This is an optimization exercise on Yosys and OpenROAD, whose aim is small area, not a production implementation.
In this exercise RTL edits were held to simulation tests only and were not proved equivalent to the original.

==> inputs of raven <==
// dds
module dds (
    input                clock,
    input                rstn,
    input                en,
    input         [ 1:0] wave_type,
    input  signed [15:0] amp_word,
    input         [31:0] pha_word,
    input         [31:0] sin_fre_word,
    input         [31:0] tri_incre_word,
    input         [31:0] tri_decre_word,
    input         [31:0] sqr_cnt_word,
    input         [31:0] sqr_cmp_word,
    output signed [13:0] wave_out
);
Settings: LEC_CHECK=0, CAP_MARGIN=20, CORE_MARGIN=2, CORE_UTILIZATION=50, PLACE_DENSITY=0.65, SLEW_MARGIN=20; clock period 13.0 ns.
standard.sh (not shown) runs the stock make flow with config.mk's settings and CLKGATE_MAP_FILE= SYNTH_SCRIPT=/design/flow/synth_recipe.tcl, a recipe that flattens the netlist after the stock synthesis.
==> flow/flow/run.sh <==
#!/bin/bash
set -euo pipefail
W=$(pwd)
F=$W/flow
R=$W/orfs/results/${FLOW_PLATFORM}/dds/base
LIB=$FLOW_HOME/platforms/sky130hd/lib/sky130_fd_sc_hd__tt_025C_1v80.lib
YOSYS=$(command -v yosys || echo $FLOW_HOME/../tools/install/yosys/bin/yosys)
if [ -f $F/env.sh ]; then source $F/env.sh; fi

bash standard.sh synth > $W/flow_1_synth.log 2>&1
cp $R/1_2_yosys.v $W/std_1_2_yosys.v

# The same synthesis again, with ABC mapping for area instead of speed: a
# copy of ORFS's scripts whose abc_speed.script is an area script. Its
# registers are checked against the standard synthesis's below.
rm -rf $W/scripts_area
cp -r $FLOW_HOME/scripts $W/scripts_area
cp $F/abc_synth.script $W/scripts_area/abc_speed.script
mkdir -p $W/std_results
cp $R/1_2_yosys.v $R/1_synth.odb $R/1_synth.sdc $W/std_results/
rm -f $R/1_2_yosys.v $R/1_synth.odb $R/1_synth.sdc
bash standard.sh SCRIPTS_DIR=$W/scripts_area $R/1_2_yosys.v > $W/flow_1b_synth_area.log 2>&1 || cp $W/std_1_2_yosys.v $R/1_2_yosys.v
grep -oE "sky130_fd_sc_hd__df[a-z0-9_]+ [^ ]+" $W/std_1_2_yosys.v | sort > $W/regs_std.txt
grep -oE "sky130_fd_sc_hd__df[a-z0-9_]+ [^ ]+" $R/1_2_yosys.v | sort > $W/regs_area.txt
if cmp -s $W/regs_std.txt $W/regs_area.txt; then
  cp $R/1_2_yosys.v $W/area_1_2_yosys.v
else
  echo "register mismatch; using the standard netlist" >> $W/flow_1b_synth_area.log
  cp $W/std_1_2_yosys.v $W/area_1_2_yosys.v
fi

KEEP=$(tr '\n' ' ' < $F/keep.txt)
cat > $W/resynth_a.ys <<EOY
read_liberty -ignore_miss_func -ignore_miss_dir $LIB
blackbox $KEEP
read_verilog $W/area_1_2_yosys.v
hierarchy -top $FLOW_TOP
flatten
opt_clean -purge
opt -purge
select -module $FLOW_TOP
write_json $W/resynth_a.json
EOY
$YOSYS -s $W/resynth_a.ys > $W/flow_2_resynth_a.log 2>&1
python3 $F/polar.py $W/resynth_a.json $W/resynth_b.json > $W/flow_3_polar.log 2>&1
cat > $W/resynth_b.ys <<EOY
read_json $W/resynth_b.json
hierarchy -top $FLOW_TOP
opt -purge
abc -liberty $LIB $(cat $F/dontuse.txt) -script $F/abc_area.script
opt_clean -purge
setundef -zero
hilomap -singleton -hicell sky130_fd_sc_hd__conb_1 HI -locell sky130_fd_sc_hd__conb_1 LO
splitnets
opt_clean -purge
insbuf -buf sky130_fd_sc_hd__buf_4 A X
check
stat -liberty $LIB
write_verilog -noattr -noexpr -nohex -nodec $W/resynth.v
EOY
$YOSYS -s $W/resynth_b.ys > $W/flow_4_resynth_b.log 2>&1

# registers must be the standard synthesis's, by name and cell type
grep -oE "sky130_fd_sc_hd__df[a-z0-9_]+ [^ ]+" $W/resynth.v | sort > $W/regs_new.txt
if cmp -s $W/regs_std.txt $W/regs_new.txt; then
  cp $W/resynth.v $R/1_2_yosys.v
else
  echo "register mismatch; using the synthesis netlist" >> $W/flow_4_resynth_b.log
  cp $W/area_1_2_yosys.v $R/1_2_yosys.v
fi
rm -f $R/1_synth.odb $R/1_synth.sdc

bash standard.sh finish > $W/flow_5_layout.log 2>&1
==> flow/flow/env.sh <==
export BUFFER_PORTS_ARGS="-buffer_cell sky130_fd_sc_hd__buf_1"
export CTS_ARGS="-sink_clustering_enable -repair_clock_nets -dont_use_dummy_load -buf_list sky130_fd_sc_hd__clkbuf_4 -sink_clustering_size 8 -sink_clustering_max_diameter 40"
Other scripts of this flow, unchanged in this note and not shown: flow/flow/abc_area.script, flow/flow/abc_synth.script, flow/flow/dontuse.txt, flow/flow/keep.txt, flow/flow/polar.py
==> inputs of maple, as changes to raven <==
==> flow/flow/env.sh (replaced) <==
export BUFFER_PORTS_ARGS="-buffer_cell sky130_fd_sc_hd__buf_1"
export CTS_ARGS="-sink_clustering_enable -repair_clock_nets -dont_use_dummy_load -buf_list sky130_fd_sc_hd__clkbuf_4 -sink_clustering_size 9 -sink_clustering_max_diameter 45"
==> inputs of fjord, as changes to raven <==
--- a/flow/config.mk
+++ b/flow/config.mk
@@ -10,2 +10,3 @@
 export CORE_UTILIZATION = 50
+export GPL_TIMING_DRIVEN = 0
 export PLACE_DENSITY = 0.65
==> notes.md <==
- maple completed with no timing, DRC or antenna violations. fjord passed the timing, design-rule and antenna checks. raven produced a clean layout.
- The highest utilization belongs to fjord, the lowest to maple.
- Design area, lowest first: maple, raven, fjord.
- In raven the register-to-register slack is lower than in maple, by 20 ps.
- Of fjord and raven, raven has the higher global-route usage (gap 1.1 points).
- Synthesized area is the same in fjord and maple.


==> trial 41 <==
Another version of the RTL of dds (not shown whole).
==> module triangle_dds, before the edit <==
module triangle_dds (
    input             [31:0] incre_word,
    decre_word,
    input             [31:0] pha_word,
    input                    clk,
    rstn,
    en,
    output reg signed [13:0] data
);
  reg [31:0] cnt;
  reg        direction;
  reg        sign;
  wire [31:0] x = direction ? decre_word : incre_word;
  wire [15:0] ylo, yhi0;
  wire        c16, unused_c32;
  rca #(16) u_ylo (.a(cnt[15:0]),  .b(x[15:0]),  .ci(1'b0), .s(ylo),  .co(c16));
  rca #(16) u_yhi (.a(cnt[31:16]), .b(x[31:16]), .ci(1'b0), .s(yhi0), .co(unused_c32));
  wire [15:0] yhi = yhi0 + {15'b0, c16};
  wire [31:0] cnt_next = {yhi, ylo};
  wire [31:0] cs_s = cnt ^ pha_word ^ x;
  wire [31:0] cs_c = (cnt & pha_word) | (cnt & x) | (pha_word & x);
  wire        k30 = carry_out30(cs_s[29:0], {cs_c[28:0], 1'b0});
  wire        n30 = cs_s[30] ^ cs_c[29] ^ k30;
  wire        k31 = (cs_s[30] & cs_c[29]) | (cs_s[30] & k30) | (cs_c[29] & k30);
  wire        n31 = cs_s[31] ^ cs_c[30] ^ k31;
  wire        k18 = carry_out18(cnt[17:0], pha_word[17:0]);
  wire [12:0] t;
  wire        unused_t;
  rca #(13) u_t (.a(cnt[30:18]), .b(pha_word[30:18]), .ci(k18), .s(t), .co(unused_t));
  wire [17:0] lp = cnt[17:0] ^ pha_word[17:0];
  wire        low_ones = &lp;                                           
  wire        low_zero = (lp == {cnt[16:0] | pha_word[16:0], 1'b0});   
  wire [12:0] m1 = ~t + {12'b0, low_zero};   
  wire [12:0] m2 = t + {12'b0, low_ones};    
  reg [13:0] data_next;
  always @(*) begin
    case ({sign, direction})
      2'b00:   data_next = {t, 1'b0};
      2'b01:   data_next = m1[12] ? 14'h1FFF : {m1, 1'b0};
      2'b11:   data_next = {m1, 1'b0};
      default: data_next = {m2, 1'b0};
    endcase
  end
  always @(posedge clk or negedge rstn) begin
    if (!rstn) begin
      cnt       <= 32'b0;
      data      <= 14'sb0;
      direction <= 1'b0;
      sign      <= 1'b0;
    end
    else if (en) begin
      cnt       <= cnt_next;
      data      <= data_next;
      sign      <= n31;
      direction <= n31 ^ n30;
    end
  end
  function carry_out30(input [29:0] a, input [29:0] b);
    integer i;
    reg c;
    begin
      c = 1'b0;
      for (i = 0; i < 30; i = i + 1) c = (a[i] & b[i]) | (c & (a[i] | b[i]));
      carry_out30 = c;
    end
  endfunction
  function carry_out18(input [17:0] a, input [17:0] b);
    integer i;
    reg c;
    begin
      c = 1'b0;
      for (i = 0; i < 18; i = i + 1) c = (a[i] & b[i]) | (c & (a[i] | b[i]));
      carry_out18 = c;
    end
  endfunction
endmodule
==> module square_dds, before the edit <==
module square_dds (
    input             [31:0] cnt_word,
    input             [31:0] cmp_word,
    input             [31:0] pha_word,
    input  signed     [13:0] amp_word,
    input                    clk,
    input                    rstn,
    input                    en,
    output     signed [13:0] data
);
  reg [31:0] cnt;
  wire wrap = carry_out32(cnt, ~cnt_word, 1'b1);
  always @(posedge clk, negedge rstn) begin
    if (!rstn) begin
      cnt <= 32'b0;
    end
    else if (en) begin
      if (wrap) cnt <= 32'b0;
      else cnt <= cnt + 1'b1;
    end
  end
  wire [31:0] cs_s = cnt ^ pha_word ^ ~cmp_word;
  wire [31:0] cs_c = (cnt & pha_word) | (cnt & ~cmp_word) | (pha_word & ~cmp_word);
  wire        c_sum = carry_out32(cnt, pha_word, 1'b0);
  wire        c_row = carry_out32(cs_s, {cs_c[30:0], 1'b1}, 1'b0);
  wire        ge = c_sum ? (cs_c[31] & c_row) : (cs_c[31] | c_row);
  assign data = ge ? amp_word : 14'sb0;
  function carry_out32(input [31:0] a, input [31:0] b, input ci);
    integer i;
    reg c;
    begin
      c = ci;
      for (i = 0; i < 32; i = i + 1) c = (a[i] & b[i]) | (c & (a[i] | b[i]));
      carry_out32 = c;
    end
  endfunction
endmodule
export LEC_CHECK = 0
export CAP_MARGIN = 20
export CORE_MARGIN = 2
export CORE_UTILIZATION = 65
export PLACE_DENSITY = 0.75
export SLEW_MARGIN = 20
create_clock -name core_clock -period 13.0 [get_ports {clock}]
==> flow/flow/run.sh <==
#!/bin/bash
# Own layout flow: the standard synthesis, then the combinational logic
# between the registers is mapped again for area (registers, full and half
# adders kept as they are, full adders flipped to need fewer inverters), then
# the standard layout from floorplan to finish.
set -euo pipefail
W=$(pwd)
F=$W/flow
R=$W/orfs/results/${FLOW_PLATFORM}/dds/base
LIB=$FLOW_HOME/platforms/sky130hd/lib/sky130_fd_sc_hd__tt_025C_1v80.lib
YOSYS=$(command -v yosys || echo $FLOW_HOME/../tools/install/yosys/bin/yosys)
if [ -f $F/env.sh ]; then source $F/env.sh; fi

bash standard.sh synth > $W/flow_1_synth.log 2>&1
cp $R/1_2_yosys.v $W/std_1_2_yosys.v

KEEP=$(tr '\n' ' ' < $F/keep.txt)
cat > $W/resynth_a.ys <<EOY
read_liberty -ignore_miss_func -ignore_miss_dir $LIB
blackbox $KEEP
read_verilog $W/std_1_2_yosys.v
hierarchy -top $FLOW_TOP
flatten
opt_clean -purge
opt -purge
select -module $FLOW_TOP
write_json $W/resynth_a.json
EOY
$YOSYS -s $W/resynth_a.ys > $W/flow_2_resynth_a.log 2>&1
python3 $F/polar.py $W/resynth_a.json $W/resynth_b.json > $W/flow_3_polar.log 2>&1
cat > $W/resynth_b.ys <<EOY
read_json $W/resynth_b.json
hierarchy -top $FLOW_TOP
opt -purge
abc -liberty $LIB $(cat $F/dontuse.txt) -script $F/abc_area.script
opt_clean -purge
setundef -zero
hilomap -singleton -hicell sky130_fd_sc_hd__conb_1 HI -locell sky130_fd_sc_hd__conb_1 LO
splitnets
opt_clean -purge
insbuf -buf sky130_fd_sc_hd__buf_4 A X
check
stat -liberty $LIB
write_verilog -noattr -noexpr -nohex -nodec $W/resynth.v
EOY
$YOSYS -s $W/resynth_b.ys > $W/flow_4_resynth_b.log 2>&1

# registers must be the standard synthesis's, by name and cell type
grep -oE "sky130_fd_sc_hd__df[a-z0-9_]+ [^ ]+" $W/std_1_2_yosys.v | sort > $W/regs_std.txt
grep -oE "sky130_fd_sc_hd__df[a-z0-9_]+ [^ ]+" $W/resynth.v | sort > $W/regs_new.txt
if cmp -s $W/regs_std.txt $W/regs_new.txt; then
  cp $W/resynth.v $R/1_2_yosys.v
  rm -f $R/1_synth.odb $R/1_synth.sdc
else
  echo "register mismatch; keeping the standard netlist" >> $W/flow_4_resynth_b.log
fi

bash standard.sh finish > $W/flow_5_layout.log 2>&1
==> flow/flow/abc_area.script <==
strash
dch -f
map -a
topo
==> flow/flow/env.sh <==
export BUFFER_PORTS_ARGS="-buffer_cell sky130_fd_sc_hd__buf_1"
export CTS_ARGS="-sink_clustering_enable -repair_clock_nets -dont_use_dummy_load -buf_list sky130_fd_sc_hd__clkbuf_4 -sink_clustering_size 8 -sink_clustering_max_diameter 40"
==> flow/flow/keep.txt <==
sky130_fd_sc_hd__conb_1
sky130_fd_sc_hd__decap_12
sky130_fd_sc_hd__decap_3
sky130_fd_sc_hd__decap_4
sky130_fd_sc_hd__decap_6
sky130_fd_sc_hd__decap_8
sky130_fd_sc_hd__dfbbn_1
sky130_fd_sc_hd__dfbbn_2
sky130_fd_sc_hd__dfbbp_1
sky130_fd_sc_hd__dfrbp_1
sky130_fd_sc_hd__dfrbp_2
sky130_fd_sc_hd__dfrtn_1
sky130_fd_sc_hd__dfrtp_1
sky130_fd_sc_hd__dfrtp_2
sky130_fd_sc_hd__dfrtp_4
sky130_fd_sc_hd__dfsbp_1
sky130_fd_sc_hd__dfsbp_2
sky130_fd_sc_hd__dfstp_1
sky130_fd_sc_hd__dfstp_2
sky130_fd_sc_hd__dfstp_4
sky130_fd_sc_hd__dfxbp_1
sky130_fd_sc_hd__dfxbp_2
sky130_fd_sc_hd__dfxtp_1
sky130_fd_sc_hd__dfxtp_2
sky130_fd_sc_hd__dfxtp_4
sky130_fd_sc_hd__diode_2
sky130_fd_sc_hd__dlclkp_1
sky130_fd_sc_hd__dlclkp_2
sky130_fd_sc_hd__dlclkp_4
sky130_fd_sc_hd__dlrbn_1
sky130_fd_sc_hd__dlrbn_2
sky130_fd_sc_hd__dlrbp_1
sky130_fd_sc_hd__dlrbp_2
sky130_fd_sc_hd__dlrtn_1
sky130_fd_sc_hd__dlrtn_2
sky130_fd_sc_hd__dlrtn_4
sky130_fd_sc_hd__dlrtp_1
sky130_fd_sc_hd__dlrtp_2
sky130_fd_sc_hd__dlrtp_4
sky130_fd_sc_hd__dlxbn_1
sky130_fd_sc_hd__dlxbn_2
sky130_fd_sc_hd__dlxbp_1
sky130_fd_sc_hd__dlxtn_1
sky130_fd_sc_hd__dlxtn_2
sky130_fd_sc_hd__dlxtn_4
sky130_fd_sc_hd__dlxtp_1
sky130_fd_sc_hd__edfxbp_1
sky130_fd_sc_hd__edfxtp_1
sky130_fd_sc_hd__fa_1
sky130_fd_sc_hd__fa_2
sky130_fd_sc_hd__fa_4
sky130_fd_sc_hd__fah_1
sky130_fd_sc_hd__fahcin_1
sky130_fd_sc_hd__fahcon_1
sky130_fd_sc_hd__ha_1
sky130_fd_sc_hd__ha_2
sky130_fd_sc_hd__ha_4
sky130_fd_sc_hd__lpflow_bleeder_1
sky130_fd_sc_hd__lpflow_decapkapwr_12
sky130_fd_sc_hd__lpflow_decapkapwr_3
sky130_fd_sc_hd__lpflow_decapkapwr_4
sky130_fd_sc_hd__lpflow_decapkapwr_6
sky130_fd_sc_hd__lpflow_decapkapwr_8
sky130_fd_sc_hd__lpflow_inputisolatch_1
sky130_fd_sc_hd__sdfbbn_1
sky130_fd_sc_hd__sdfbbn_2
sky130_fd_sc_hd__sdfbbp_1
sky130_fd_sc_hd__sdfrbp_1
sky130_fd_sc_hd__sdfrbp_2
sky130_fd_sc_hd__sdfrtn_1
sky130_fd_sc_hd__sdfrtp_1
sky130_fd_sc_hd__sdfrtp_2
sky130_fd_sc_hd__sdfrtp_4
sky130_fd_sc_hd__sdfsbp_1
sky130_fd_sc_hd__sdfsbp_2
sky130_fd_sc_hd__sdfstp_1
sky130_fd_sc_hd__sdfstp_2
sky130_fd_sc_hd__sdfstp_4
sky130_fd_sc_hd__sdfxbp_1
sky130_fd_sc_hd__sdfxbp_2
sky130_fd_sc_hd__sdfxtp_1
sky130_fd_sc_hd__sdfxtp_2
sky130_fd_sc_hd__sdfxtp_4
sky130_fd_sc_hd__sdlclkp_1
sky130_fd_sc_hd__sdlclkp_2
sky130_fd_sc_hd__sdlclkp_4
sky130_fd_sc_hd__sedfxbp_1
sky130_fd_sc_hd__sedfxbp_2
sky130_fd_sc_hd__sedfxtp_1
sky130_fd_sc_hd__sedfxtp_2
sky130_fd_sc_hd__sedfxtp_4
Other scripts of this flow, unchanged in this note and not shown: flow/flow/dontuse.txt, flow/flow/polar.py
==> trial 9 (differences from trial 41) <==
--- a/flow/flow/run.sh
+++ b/flow/flow/run.sh
@@ -9,7 +9,9 @@
 R=$W/orfs/results/${FLOW_PLATFORM}/dds/base
 LIB=$FLOW_HOME/platforms/sky130hd/lib/sky130_fd_sc_hd__tt_025C_1v80.lib
 YOSYS=$(command -v yosys || echo $FLOW_HOME/../tools/install/yosys/bin/yosys)
-if [ -f $F/env.sh ]; then source $F/env.sh; fi
+PORTBUF=${PORTBUF:-}
+[ -f $F/portbuf.txt ] && PORTBUF=$(cat $F/portbuf.txt)
+if [ -n "$PORTBUF" ]; then export BUFFER_PORTS_ARGS="-buffer_cell $PORTBUF"; fi
 
 bash standard.sh synth > $W/flow_1_synth.log 2>&1
 cp $R/1_2_yosys.v $W/std_1_2_yosys.v
removed: flow/flow/env.sh
==> trial 88 (differences from trial 41) <==
--- a/flow/design.v
+++ b/flow/design.v
@@ -1356,19 +1356,24 @@
   reg [31:0] cnt;
   reg        direction;
   reg        sign;
-  wire [31:0] x = direction ? decre_word : incre_word;
-  wire [15:0] ylo, yhi0;
-  wire        c16, unused_c32;
-  rca #(16) u_ylo (.a(cnt[15:0]),  .b(x[15:0]),  .ci(1'b0), .s(ylo),  .co(c16));
-  rca #(16) u_yhi (.a(cnt[31:16]), .b(x[31:16]), .ci(1'b0), .s(yhi0), .co(unused_c32));
-  wire [15:0] yhi = yhi0 + {15'b0, c16};
-  wire [31:0] cnt_next = {yhi, ylo};
-  wire [31:0] cs_s = cnt ^ pha_word ^ x;
-  wire [31:0] cs_c = (cnt & pha_word) | (cnt & x) | (pha_word & x);
-  wire        k30 = carry_out30(cs_s[29:0], {cs_c[28:0], 1'b0});
-  wire        n30 = cs_s[30] ^ cs_c[29] ^ k30;
-  wire        k31 = (cs_s[30] & cs_c[29]) | (cs_s[30] & k30) | (cs_c[29] & k30);
-  wire        n31 = cs_s[31] ^ cs_c[30] ^ k31;
+  wire        sel_d = en & direction;
+  wire        sel_i = en & ~direction;
+  wire [31:0] x = ({32{sel_d}} & decre_word) | ({32{sel_i}} & incre_word);
+  wire [10:0] y0;
+  wire [10:0] y1a;
+  wire [9:0]  y2a;
+  wire        c11, c22a, unused_c32;
+  rca #(11) u_y0 (.a(cnt[10:0]),  .b(x[10:0]),  .ci(1'b0), .s(y0),  .co(c11));
+  rca #(11) u_y1 (.a(cnt[21:11]), .b(x[21:11]), .ci(1'b0), .s(y1a), .co(c22a));
+  rca #(10) u_y2 (.a(cnt[31:22]), .b(x[31:22]), .ci(1'b0), .s(y2a), .co(unused_c32));
+  wire        c22 = c22a | (c11 & (&y1a));
+  wire [10:0] y1 = y1a + {10'b0, c11};
+  wire [9:0]  y2 = y2a + {9'b0, c22};
+  wire [31:0] cnt_next = {y2, y1, y0};
+  wire        k30 = carry_out30(cnt_next[29:0], pha_word[29:0]);
+  wire        n30 = cnt_next[30] ^ pha_word[30] ^ k30;
+  wire        k31 = (cnt_next[30] & pha_word[30]) | (cnt_next[30] & k30) | (pha_word[30] & k30);
+  wire        n31 = cnt_next[31] ^ pha_word[31] ^ k31;
   wire        k18 = carry_out18(cnt[17:0], pha_word[17:0]);
   wire [12:0] t;
   wire        unused_t;
@@ -1394,11 +1399,13 @@
       direction <= 1'b0;
       sign      <= 1'b0;
     end
-    else if (en) begin
-      cnt       <= cnt_next;
-      data      <= data_next;
-      sign      <= n31;
-      direction <= n31 ^ n30;
+    else begin
+      cnt <= cnt_next;
+      if (en) begin
+        data      <= data_next;
+        sign      <= n31;
+        direction <= n31 ^ n30;
+      end
     end
   end
   function carry_out30(input [29:0] a, input [29:0] b);
@@ -1432,13 +1439,22 @@
 );
   reg [31:0] cnt;
   wire wrap = carry_out32(cnt, ~cnt_word, 1'b1);
+  wire [32:0] ic;
+  wire [31:0] inc;
+  assign ic[0] = en;
+  genvar i;
+  generate
+    for (i = 0; i < 32; i = i + 1) begin : g_inc
+      assign inc[i]  = cnt[i] ^ ic[i];
+      assign ic[i+1] = cnt[i] & ic[i];
+    end
+  endgenerate
   always @(posedge clk, negedge rstn) begin
     if (!rstn) begin
       cnt <= 32'b0;
     end
-    else if (en) begin
-      if (wrap) cnt <= 32'b0;
-      else cnt <= cnt + 1'b1;
+    else begin
+      cnt <= (en & wrap) ? 32'b0 : inc;
     end
   end
   wire [31:0] cs_s = cnt ^ pha_word ^ ~cmp_word;
--- a/flow/flow/run.sh
+++ b/flow/flow/run.sh
@@ -1,8 +1,9 @@
 #!/bin/bash
 # Own layout flow: the standard synthesis, then the combinational logic
-# between the registers is mapped again for area (registers, full and half
-# adders kept as they are, full adders flipped to need fewer inverters), then
-# the standard layout from floorplan to finish.
+# between the registers is mapped again for area (registers and full adders
+# kept as they are, full adders flipped to need fewer inverters, half adders
+# mapped again as logic), then the standard layout from floorplan to
+# finish, with small port buffers and a clock tree without dummy loads.
 set -euo pipefail
 W=$(pwd)
 F=$W/flow
==> flow/flow/abc_area.script (replaced) <==
strash
dc2
dch -f
map -a -F 2
strash
dch -f
map -a
topo
--- a/flow/flow/keep.txt
+++ b/flow/flow/keep.txt
@@ -52,9 +52,6 @@
 sky130_fd_sc_hd__fah_1
 sky130_fd_sc_hd__fahcin_1
 sky130_fd_sc_hd__fahcon_1
-sky130_fd_sc_hd__ha_1
-sky130_fd_sc_hd__ha_2
-sky130_fd_sc_hd__ha_4
 sky130_fd_sc_hd__lpflow_bleeder_1
 sky130_fd_sc_hd__lpflow_decapkapwr_12
 sky130_fd_sc_hd__lpflow_decapkapwr_3
Settings changed: CORE_UTILIZATION 65 to 50, PLACE_DENSITY 0.75 to 0.65.
==> flow_metrics.py <==
metrics = {
    "outcome": {
        "status": "complete, no violations",
    },
    "critical_path": {
        "regToRegSetupSlack_ps": 3160,
    },
    "finish": {
        "final-clk-cell-share_pct": 4.12,
        "mostFrequentLayoutCells": "393 x nand2_1, 328 x clkinv_1, 328 x nor2_1, 321 x fa_1, 224 x clkdlybuf4s50_1",
        "multi_input_area_sq_um": 15900,
        "buf_share_pct": 8.72,
    },
    "cts": {
        "numCtsBuffers": 35,
    },
    "global_route": {
        "grt_use_met3_pct": 10.6,
        "met1_usage_pct": 50.4,
    },
}
Source of the figures above: trial 9

==> flow_metrics.py <==
metrics = {
    "finish": {
        "multi_input_area_sq_um": 15900,
        "buf_share_pct": 4.15,
        "mostFrequentLayoutCells": "393 x nand2_1, 328 x clkinv_1, 328 x nor2_1, 321 x fa_1, 223 x buf_1",
        "design_area_sq_um": 26300,
    },
    "global_route": {
        "grt_use_met3_pct": 8.98,
        "met1_usage_pct": 50.0,
    },
    "critical_path": {
        "regToRegSetupSlack_ps": 3350,
    },
    "outcome": {
        "status": "complete, no violations",
    },
}
Source of the figures above: trial 41

==> flow_metrics.py <==
metrics = {
    "outcome": {
        "status": "complete, no violations",
    },
    "global_route": {
        "grt_use_met3_pct": 5.40,
        "met1_usage_pct": 42.5,
    },
    "critical_path": {
        "regToRegSetupSlack_ps": 2390,
    },
    "finish": {
        "final-clk-cell-share_pct": 1.65,
        "buf_share_pct": 4.66,
        "multi_input_area_sq_um": 13500,
        "mostFrequentLayoutCells": "427 x nand2_1, 398 x nor2_1, 317 x clkinv_1, 290 x fa_1, 225 x buf_1",
    },
}
Source of the figures above: trial 88

re-timing with driven ports:
In the flow no input, the clock included, has a driving cell. The finished layouts below were timed again as built, in two steps. Step 1: set_driving_cell puts a clkbuf_16 on clock and a buf_2 on each other input, an assumption about the parent block. Step 2 also shifts input and output timing later by t, the mid clock arrival at the registers, as if the neighbouring blocks saw the same clock. Slacks: ideal / step 1 / step 2; pairs: ideal / step 1.
| run | t (ns) | setup WS [ns] | worst setup path at the end | latest minus earliest clock arrival (ns) | slew at the worst register clock pin (ns) |
|---|---|---|---|---|---|
| raven | 0.786 | 1.963 / 1.997 / 1.211 | input to register | 0.129 / 0.130 | 0.09 / 0.09 |
| maple | 0.773 | 1.978 / 2.014 / 1.241 | input to register | 0.126 / 0.126 | 0.10 / 0.10 |
| fjord | 0.793 | 0.920 / 0.941 / 0.148 | input to register | 0.124 / 0.124 | 0.10 / 0.10 |
| trial 41 | 0.768 | 1.774 / 1.763 / 0.994 | input to register | 0.135 / 0.135 | 0.10 / 0.10 |
| trial 9 | 0.606 | 0.947 / 0.980 / 0.374 | input to register | 0.019 / 0.018 | 0.06 / 0.06 |
| trial 88 | 0.790 | 1.764 / 1.797 / 1.007 | input to register | 0.097 / 0.098 | 0.09 / 0.09 |
After both steps every run listed still meets setup and hold. The setup slack of trial 41, which loses most, moves by -0.011 ns with the drivers and by -0.780 ns with both steps.
